This design comes from an exercise in tuning for small area on the open sky130 flow, not from production work. Function was checked by simulation only, so behaviour that the tests miss may differ from the original. Power is estimated from default activity; no workload was simulated.

==> design.v <==
module Controller (
    opcode,
    func,
    jump,
    store,
    inc,
    load,
    reg_write,
	ADD
);
    input [3:0] opcode;
    output [1:0] func;
    output jump;
    output store;
    output inc;
    output load;
    output reg_write;
	input ADD;
    assign func = opcode[1:0];
    assign load = opcode [2];
    assign store = opcode[1] & (~opcode[0]);
    assign jump = opcode[3];
    assign reg_write = opcode[3] | (~(opcode[3])& (~opcode[1]) );
    assign inc = ~opcode[3];
endmodule
module ALU(
func,
in1,
in2,
alu_out
);
input [1:0] func;
input [7:0] in1;
input [7:0] in2;
output reg [7:0] alu_out;
always @(*)
	begin
	alu_out <= 0;
	begin
      if(func == 2'b00) begin
	  alu_out <= in1 + in2;
	  end
      if(func == 2'b01) begin 
	  alu_out <= in1 - in2;
	  end
      if(func == 2'b10) begin
	  alu_out <= in1;
	  end
	  if(func ==2'b11) begin
	  alu_out <= 0;
	  end
	end
  end
endmodule
module Adder(in1,in2,out);
input [7:0] in1;
input [7:0] in2;
output reg [7:0] out;
always@(*)
	begin
	out <= in1 + in2 ;
	end
endmodule
module IR(	clk,
	reset,
	ir_in,
	ir_out
);
input reset, clk;
input [7:0] ir_in;
output reg [7:0] ir_out;
always @(posedge clk) 
		if (reset)
			ir_out <= 0;
		else
			ir_out <= ir_in;
endmodule
module PC(clk, c_inc, reset, c_jump,selected_address,pc_out);
input	clk;
input	reset;
input	c_inc;
output	reg [7:0]	pc_out;
input	[7:0]	selected_address;
input	c_jump;
always @(posedge clk)
	begin
		if (reset)
			pc_out <= 8'b0;
		else if (c_inc == 1)
			pc_out <= pc_out + 1;
		else if(c_jump == 1)
			pc_out <= selected_address;
	end
endmodule
module RegisterFile(clk,reset,reg_write,in_write,R1_out,R2_out,R1,R2);
input [1:0] R1;
input [1:0] R2;
input clk;
input reset;
input reg_write;
input [7:0]in_write;
output [7:0] R1_out;
output [7:0] R2_out;
reg [7:0] register [0:3];
assign R1_out = register[R1];
assign R2_out = register[R2];
always@(posedge clk)begin
	if (reset == 1) begin
		register[0] <= 0;
		register[1] <= 0;
		register[2] <= 0;
		register[3] <= 0;
	end
	else if(reg_write ==1)
	begin
		register[R1] <= in_write;
	end
end
endmodule
module Mux2(
in1,
in2,
sel,
out
);
input [7:0] in1;
input [7:0] in2;
input sel;
output reg [7:0] out;
always@ (*) 
	begin
		if(sel == 1)
			out <= in2; 
		else
			out <= in1;
	end
endmodule
module CPU(
    clk,
    inst,
    reset,
    address,
    out_data,
    store
);
    input clk;
    input reset;
    input [7:0] inst;
    output [7:0] address;
    output [7:0] out_data;
    output store;
    wire [7:0] ir_out;
    IR ir (.clk(clk), .reset(reset), .ir_in(inst), .ir_out(ir_out));
    wire [1:0] c_func;
    wire c_jump;
    wire c_store;
    wire c_inc;
    wire c_load;
    wire c_reg_write;
    wire ADD;
    Controller controller(.opcode(ir_out[7:4]), 
        .func(c_func), .jump(c_jump), .store(c_store), .inc(c_inc), .load(c_load) ,.reg_write(c_reg_write),.ADD(ADD));
    wire [7:0] alu_in1;
    wire [7:0] alu_in2;
    wire [7:0] alu_out;
    ALU alu(.func(c_func), .in1(alu_in1), .in2(alu_in2), .alu_out(alu_out));
    wire [7:0] selected_reg_write;
    Mux2 reg_file_selector(.in1(alu_out) ,.in2({6'd0,ir_out[1:0]}), .sel(c_load) ,.out(selected_reg_write));
    wire [7:0] R1_out;
    wire [7:0] R2_out;
    RegisterFile registerfile(.clk(clk), .reset(reset), .reg_write(c_reg_write), .in_write(selected_reg_write), 
        .R1(ir_out[3:2]), .R2(ir_out[1:0]) ,.R1_out(R1_out),.R2_out(R2_out));
    assign alu_in1 = R1_out;
    assign alu_in2 = R2_out;
    wire [7:0] selected_address;
    wire [7:0] pc_out; 
    PC pc(clk, c_inc, reset, c_jump,selected_address,pc_out);
    wire [7:0] added_address;
    Adder adder (.in1(pc_out), .in2({4'd0,ir_out[3:0]}), .out(added_address));
    Mux2 address_selector(.in1(pc_out) ,.in2(added_address),.sel(c_jump), .out(selected_address));
    assign out_data = alu_out;
    assign address = selected_address;
    assign store = c_store;
endmodule
==> run.sh <==
#!/bin/bash
# synth_recipe.tcl (not shown) runs the flow's synth.tcl, then flattens the netlist and writes it again
# the make line also repeats each setting of config.mk as NAME=value (left out here)
make -C /OpenROAD-flow-scripts/flow DESIGN_CONFIG=/design/flow/config.mk WORK_HOME=/design/flow/orfs CLKGATE_MAP_FILE= SYNTH_SCRIPT=/design/flow/synth_recipe.tcl finish
==> config.mk <==
export PLATFORM = sky130hd
export DESIGN_NAME = CPU
export DESIGN_NICKNAME = CPU
export VERILOG_FILES = /design/flow/design.v
export SDC_FILE = /design/flow/constraint.sdc
export NUM_CORES = 4
export LEC_CHECK = 0
export CAP_MARGIN = 20
export CORE_MARGIN = 2
export CORE_UTILIZATION = 40
export SLEW_MARGIN = 20
==> constraint.sdc <==
create_clock -name core_clock -period 6.0 [get_ports {clk}]
set_input_delay 1.2000 -clock core_clock [delete_from_list [all_inputs] [get_ports {clk}]]
set_output_delay 1.2000 -clock core_clock [all_outputs]
set_load 0.01 [all_outputs]
==> results of run 1 <==
## layer usage
metal	wire length, um	part of all wire [%]	global-route usage (%)
met1	3380	49	23.1
met2	3240	46	25.8
met3	270	3.9	2.41
met4	78	1.1	4.59
met5	0	0	0
## flip-flops by register name, summed over array words and instances (netlist names)
name / count
registerfile.register: 32
ir.ir_out: 8
pc.pc_out: 8
## final timing paths
check | to | startpoint | slack, ns | cells after the start
max | out_data[6] | ir.ir_out[2]$_SDFF_PP0_ | 0.70 | 12
min | pc.pc_out[7]$_SDFF_PP0_ | pc.pc_out[7]$_SDFF_PP0_ | 0.56 | 3
max reg2reg | registerfile.register[2][6]$_SDFFCE_PN0P_ | ir.ir_out[2]$_SDFF_PP0_ | 2.41 | 11
min reg2reg | pc.pc_out[7]$_SDFF_PP0_ | pc.pc_out[7]$_SDFF_PP0_ | 0.56 | 3
## kinds of logic after synthesis
kind of cell             Yosys count  synth area share (%)
AND/OR/NAND/NOR                  105                  16.0
AO/OA/AOI/OAI                     61                  12.6
flip-flops                        48                  39.8
buffers and inverters             40                  5.18
adder cells (fa/ha/maj)           22                  9.26
multiplexers                      19                  12.2
XOR/XNOR                          18                  4.90
## critical path, cell delays in order, from the launching register on
cell,delay [ns]
dfxtp_1,0.80
mux4_2,0.62
inv_1,0.07
ha_1,0.16
inv_1,0.05
fa_1,0.39
a21o_1,0.19
a21oi_1,0.22
o21bai_1,0.11
a2111oi_0,0.37
nand3b_1,0.27
nor2_1,0.06
clkdlybuf4s50_1,0.50
## stage by stage
| stage | cell area [um2] | setup slack (ns) | power (uW) | utilization [%] |
|---|---|---|---|---|
| 4_1_cts | 3650 | 0.654 | 935 | 47.0 |
| 5_1_grt | 3650 | 0.331 | 979 | 47.0 |
| 6_report | 3650 | 0.696 | 931 | 47.0 |
| 3_5_place_dp | 3530 | 0.976 | 698 | 45.5 |
| 2_1_floorplan | 3220 | 1.94 | 605 | - |
| 3_3_place_gp | 3530 | 1.03 | 694 | 45.5 |
## layout by cell type (no fill, tap or decap), types with 2 or more instances in the layout
| cell type | n |
|---|---|
| a21oi_1 | 21 |
| nor2b_1 | 14 |
| nor3_1 | 10 |
| a21o_1 | 7 |
| a211oi_1 | 2 |
| o22ai_1 | 3 |
| fa_1 | 3 |
| o21ai_1 | 3 |
| xnor2_1 | 14 |
| o21a_1 | 5 |
| xor2_1 | 4 |
| nand2b_1 | 11 |
| ha_1 | 19 |
| nand3_1 | 3 |
| dfxtp_1 | 16 |
| mux4_2 | 16 |
| clkbuf_8 | 6 |
| o31a_1 | 2 |
| inv_1 | 25 |
| or3_1 | 2 |
| o211ai_1 | 2 |
| o21ai_0 | 6 |
| nand2_1 | 19 |
| clkdlybuf4s50_1 | 26 |
| edfxtp_1 | 32 |
| nand3b_1 | 2 |
| mux2_2 | 2 |
| nor2_1 | 35 |
## area by class of cell
class	instances	area share [%]
Clock buffer	6	2.26
Clock inverter	2	0.925
Inverter	26	2.67
Multi-Input combinational cell	225	48.4
Sequential cell	48	35.1
Tap cell	102	3.50
Timing Repair Buffer	26	7.13
## power by group
part           internal (uW)  total [uW]  switching [uW]
clock network            134         239             105
registers                377         399            22.3
logic                    139         292             153
## synthesized netlist by cell type, types with 4 or more instances
cell type	instances
a21o_1	7
nor2_1	35
edfxtp_1	32
buf_2	4
clkbuf_1	7
nand2_1	19
ha_1	19
xnor2_1	14
a21oi_1	21
o21a_1	5
inv_1	25
nor2b_1	14
xor2_1	4
mux4_2	16
dfxtp_1	16
nor3_1	10
nand2b_1	11
o21ai_0	6
==> out/metrics.cfg, run 1 <==
[run_status]
outcome = complete, no violations

[drt]
vias = 2324
drtPass1Iterations = 4
vias_per_cell = 5.34
drc = 0
routed_wirelength_um = 6970
wl_per_cell_um = 16.0
drt-initial-drc-count = 136
ant_nets = 0

[synthesis]
synth_edf_count = 32
syn-num-nets = 345
synth_area_leader_cell = edfxtp_1
syn-cell-area_um2 = 3220
synth.distinct_cells = 52
synth_ff_type = edfxtp_1
synth_cells = 313
ys_top_cells_by_area = edfxtp_1, mux4_2, dfxtp_1
synth_top_area_share_pct = 29.9
synthArstFlopShare_pct = 0
seq_area_frac_synth_pct = 39.8
synth-seq-cells = 48
yosysWarnings = 6
synth.avg_cell_area_um2 = 10.3

[power]
ir_drop_mv = 0.128
powerDensity_nw_per_um2 = 255
p_leak_uw = 0.00140

[floorplan]
ios = 27
start_util_pct = 41.4
coreArea_um2 = 7770
die_height_um = 93.7
row_count = 32
die_w_um = 93.7
dieArea_um2 = 8770

[timing]
fin_hold_ws_ns = 0.565
rsz0062_at_grt = no
max_freq_mhz = 189
finClkSkew_ns = 0.0164
tightest_slew_ns = 0.770
maxSlewHeadroom_pct = 48.5
fin_crit_ns = 5.30
fin_crit_sh_pct = 88.4
finalSetupTns_ns = 0
setup_viol = 0
drv_slew = 0
hold_violations = 0

[placed_design]
place.port_buffers = 26
place.gp.congestion = 0.872
dpl.hpwl_um = 5170
place_inst = 427

[clock_tree]
post_cts.repair.setup_buffers = 0
hold_buffers = 0
cts.repair.resized = 0
cts_buffer_depth = 2
htreeDepth = 2
clockRootBuffer = clkbuf_8
cts_tree = built
path_clk_slew_ns = 0.09
clk_latency_ns = 0.30
cts_buffers = 5
clkSinkCount = 48

[hold_path]
hold_class = reg2reg

[finish]
final_nets = 364
fin_cells = 435
drive_gt1_share_pct = 9.31
areaGrowthSynthToFinish_pct = 13.5
regArea_um2 = 1280
multi_input_area_um2 = 1770
diodes = 0
nFillCells = 760

[critical_path]
cp_max_fo = 13
crit_path_end_kind = output port
startpoint_type = flip-flop
path_class = reg2out
cp.required_ns = 4.80
crit_arrival_ns = 4.10

[grt]
grt_pass1_wl_um = 10900
grt_antenna_before_repair = 0
grt_pass1_vias = 2143
grt_max_degree = 23
grt-ovfl-total = 0
grtUsageTotal_pct = 16.2

[flow_run]
cap_viol_max_count = 0

==> run 2, diff against run 1 <==
==> design.v (replaced) <==
module CPU(
    clk,
    inst,
    reset,
    address,
    out_data,
    store
);
    input clk;
    input reset;
    input [7:0] inst;
    output [7:0] address;
    output [7:0] out_data;
    output store;
    reg [7:0] ir;
    reg [7:0] pc;
    reg [7:0] r0, r1, r2, r3;
    wire [3:0] op = ir[7:4];
    always @(posedge clk) begin
        ir[3:0] <= inst[3:0];
        ir[6]   <= inst[6];
        ir[7]   <= inst[7] & ~reset;
        ir[5]   <= inst[5] | reset;
        ir[4]   <= inst[4] | reset;
    end
    reg [7:0] a, b;
    always @(*) begin
        case (ir[3:2])
            2'd0: a = r0;
            2'd1: a = r1;
            2'd2: a = r2;
            default: a = r3;
        endcase
        case (ir[1:0])
            2'd0: b = r0;
            2'd1: b = r1;
            2'd2: b = r2;
            default: b = r3;
        endcase
    end
    wire [7:0] sum = a + (b ^ {8{op[0]}}) + {7'd0, op[0]};
    wire [7:0] alu = op[1] ? (a & {8{~op[0]}}) : sum;
    wire we = op[3] | ~op[1];
    wire [7:0] wd = op[2] ? {6'd0, ir[1:0]} : alu;
    wire [7:0] wdr = wd & {8{~reset}};
    wire [3:0] sel = {ir[3:2] == 2'd3, ir[3:2] == 2'd2, ir[3:2] == 2'd1, ir[3:2] == 2'd0};
    wire [3:0] en = {4{reset}} | ({4{we}} & sel);
    always @(posedge clk) begin
        if (en[0]) r0 <= wdr;
        if (en[1]) r1 <= wdr;
        if (en[2]) r2 <= wdr;
        if (en[3]) r3 <= wdr;
    end
    wire [7:0] addr = pc + {4'd0, ir[3:0] & {4{op[3]}}};
    always @(posedge clk) begin
        if (reset)
            pc <= 8'd0;
        else
            pc <= addr + {7'd0, ~op[3]};
    end
    assign out_data = alu;
    assign address = addr;
    assign store = op[1] & ~op[0];
endmodule
==> run 2 against run 1 <==
Compared with the run above:
- worst hold slack better by 0.041 ns
- clock power shrank about 20%
- register-to-register slack worse by 0.18 ns
- flip-flop and latch count unchanged
- count of clock-buffer cells in the layout shrank 1
- sequential share of layout area up 5.5 points
- clock skew decreased by 0.0098 ns
- largest power group unchanged
- combinational power down 13%
- sequential power rose by 2%
- via count shrank 23%
- critical endpoint is now out_data[7]
==> out/metrics.cfg, run 2 <==
[run_status]
outcome = complete, no violations

[critical_path]
startpoint_type = flip-flop
max_stage_delay_ns = 0.72  ; -0.08 ns
endpoint = out_data[7]
crit_family = compound AO/OA/AOI/OAI gates
r2r_cells = 8  ; -3
timing.critical_path.buf_inv = 1  ; -2
cp.required_ns = 4.80  ; about the same
r2r_slack_ns = 2.23  ; -0.18 ns
critPathLaunch = ir[0]$_DFF_P_
reg2reg_to = r0[7]$_DFFE_PP_
cp_max_fo = 10  ; -3
regToRegStartpoint = ir[0]$_DFF_P_
crit_arrival_ns = 3.79  ; -0.31 ns
crit_cells = 9  ; -3
crit_path_end_kind = output port
path_cells = mux4_1 > xor2_1 > ha_1 > a2111o_1 > o221ai_1 > o21ai_2 > xnor2_1 > o21ai_0 > clkdlybuf4s50_1
crit_slowest_cell = dfxtp_1
path_class = reg2out

[synthesis]
syn-num-nets = 244  ; -29%
yosysWarnings = 1  ; -5
synth_most_common_cell = edfxtp_1
synth-seq-cells = 48  ; unchanged
synth_edf_count = 32  ; unchanged
synth_cells = 220  ; -30%
synth_ff_type = edfxtp_1
synthArstFlopShare_pct = 0  ; unchanged
syn-cell-area_um2 = 2730  ; -15%
synth.avg_cell_area_um2 = 12.4  ; +21%
synth_common_cells = edfxtp_1, nand2_1, dfxtp_1
ys_top_cells_by_area = edfxtp_1, dfxtp_1, mux4_2
seq_area_frac_synth_pct = 46.9  ; +7.0 points
synth_top_area_share_pct = 35.2  ; +5.3 points
synth_area_leader_cell = edfxtp_1
synth.distinct_cells = 43  ; -17%

[floorplan]
die_w_um = 86.7  ; -7.5%
coreArea_um2 = 6720  ; -13%
start_util_pct = 40.7  ; -0.73 points
ios = 27  ; unchanged
row_count = 30  ; -6.3%
die_height_um = 86.7  ; -7.5%
dieArea_um2 = 7510  ; -14%

[hold_path]
hold_class = reg2reg
min_path_cells = 3  ; unchanged

[power]
ir_drop_mv = 0.156  ; +22%
p_leak_uw = 0.00122  ; -12%
finalPower_uw = 849  ; -8.8%
powerDensity_nw_per_um2 = 269  ; +5.5%

[flow_run]
cap_viol_max_count = 0  ; unchanged

[drt]
vias = 1794  ; -23%
wl_per_cell_um = 16.8  ; +5.0%
drc = 0  ; unchanged
top_layer = met4
routed_wirelength_um = 5510  ; -21%
vias_per_cell = 5.49  ; +2.7%
wl_met1_um = 2570  ; -24%
wl_met3_um = 189  ; -30%
wl_met2_um = 2680  ; -17%
ant_nets = 0  ; unchanged
drt-initial-drc-count = 90  ; -34%
drtPass1Iterations = 4  ; unchanged

[grt]
grt_antenna_before_repair = 0  ; unchanged
grt-ovfl-total = 0  ; unchanged
grtUsageTotal_pct = 15.8  ; -0.37 points
grt_pass1_vias = 1802  ; -16%
grt_pass1_wl_um = 9080  ; -17%
grt_max_degree = 18  ; -22%

[clock_tree]
clk_latency_ns = 0.30  ; about the same
hold_buffers = 0  ; unchanged
post_cts.repair.setup_buffers = 0  ; unchanged
cts_tree = built
cts.repair.resized = 0  ; unchanged
clockRootBuffer = clkbuf_8
clkSinkCount = 48  ; unchanged
cts_buffers = 5  ; unchanged
path_clk_slew_ns = 0.09  ; about the same
cts_buffer_depth = 2  ; unchanged
htreeDepth = 2  ; unchanged

[finish]
final_nets = 270  ; -26%
nFillCells = 624  ; -18%
mostFrequentLayoutCells = edfxtp_1, clkdlybuf4s50_1, nand2_1
finish.instance_area_um2 = 3160  ; -14%
diodes = 0  ; unchanged
fin_cells = 327  ; -25%
areaGrowthSynthToFinish_pct = 15.5
drive_gt1_share_pct = 10.1  ; +0.81 points
final_common_cell = edfxtp_1

[timing]
maxSlewHeadroom_pct = 39.1  ; -9.4 points
fin_crit_sh_pct = 83.2  ; -5.2 points
drv_slew = 0  ; unchanged
layout_setup_ws_ns = 1.01  ; +0.309 ns
fin_crit_ns = 4.99  ; -0.309 ns
setup_viol = 0  ; unchanged
tightest_slew_ns = 0.901  ; +0.132 ns
rsz0062_at_grt = no
max_freq_mhz = 200  ; +6.2%
finalSetupTns_ns = 0  ; unchanged
finClkSkew_ns = 0.00658  ; -0.00982 ns
hold_violations = 0  ; unchanged

[placed_design]
pre_cts_ws_ns = 1.30  ; +0.327 ns
place_area_um2 = 3060  ; -13%
place.gp.congestion = 0.825  ; -5.3%
place_inst = 319  ; -25%
place.port_buffers = 26  ; unchanged
dpl.hpwl_um = 4070  ; -21%

run 2: cell types whose count changed after synthesis, sizes merged, moves of 8 or more:
cell and change:
nor2 -25, a21oi -17, inv -14, nor3 -10, nand2b -9, nor2b -8
run 2: layout make-up:
class,count,area (um2),area share [%]
Tap cell,80,100,3.17
Clock inverter,3,23.8,0.753
Clock buffer,5,68.8,2.18
Sequential cell,48,1280,40.6
Timing Repair Buffer,29,283,8.96
Inverter,12,45.0,1.43
Multi-Input combinational cell,150,1360,42.9
run 2: logic make-up (layout without fill, tap and decap cells):
group | count (synthesis) | in the layout | synth area share [%]
buffers and inverters | 22 | 49 | 3.53
adders and majority gates | 14 | 14 | 6.96
AOI/OAI and AO/OA | 38 | 38 | 9.39
xor gates and xnor gates | 22 | 22 | 7.05
muxes | 19 | 19 | 15.2
and+or+nand+nor | 57 | 57 | 10.9
DFF | 48 | 48 | 46.9
run 2: power by group:
group	internal [uW]	leakage [uW]	total, uW	switching [uW]
registers	384	0.000467	405	21.6
logic	129	0.000716	253	124
clock network	82.5	0.0000404	191	108
run 2: how the worst min path moves through the flow:
stage	from	end	slack, ns
after floorplan	pc[6]$_SDFF_PP0_	pc[6]$_SDFF_PP0_	0.59
after global placement	pc[7]$_SDFF_PP0_	pc[7]$_SDFF_PP0_	0.59
after detailed placement	pc[7]$_SDFF_PP0_	pc[7]$_SDFF_PP0_	0.58
after CTS	pc[7]$_SDFF_PP0_	pc[7]$_SDFF_PP0_	0.60
after global routing	pc[7]$_SDFF_PP0_	pc[7]$_SDFF_PP0_	0.64
final	pc[7]$_SDFF_PP0_	pc[7]$_SDFF_PP0_	0.61
run 2: tightest hold or removal path, stage by stage (launching register included):
cell     delay [ns]
dfxtp_1        0.33
xnor2_1        0.10
o31ai_1        0.07
a21oi_1        0.06
run 2: routing by layer:
| layer | vias up | global-route usage, % |
|---|---|---|
| li1 | 876 | - |
| met1 | 874 | 20.6 |
| met2 | 38 | 27.1 |
| met3 | 6 | 2.67 |
| met4 | 0 | 4.69 |
| met5 | - | 0 |
run 2: stage by stage:
stage               util [%]  hold WS, ns
CTS                     47.0        0.603
floorplan                  -        0.591
global route            47.0        0.640
finish                  47.0        0.605
detailed placement      45.6        0.584
global placement        45.6        0.588

==> port drivers added, routing unchanged <==
In the flow no input, the clock included, has a driving cell. The finished layouts below were timed again as built, in two steps. Step 1 (the two cells are an assumption about what drives the block):
set clk [get_ports {clk}]
set_driving_cell -lib_cell sky130_fd_sc_hd__clkbuf_16 $clk
set_driving_cell -lib_cell sky130_fd_sc_hd__buf_2 [delete_from_list [all_inputs] $clk]
Step 2 also shifts input and output timing later by t, the mid clock arrival at the registers, as if the neighbouring blocks saw the same clock. a / b / c = no drivers / after step 1 / after step 2; a / b = the first two.
run	t, ns	setup slack, ns	hold WS [ns]	cell pins on the clock port's net
run 1	0.325	0.696 / 0.665 / 0.990	0.565 / 0.565 / 0.565	1
run 2	0.322	1.006 / 0.977 / 1.299	0.605 / 0.605 / 0.605	1
After both steps setup and hold are still met in every run listed.
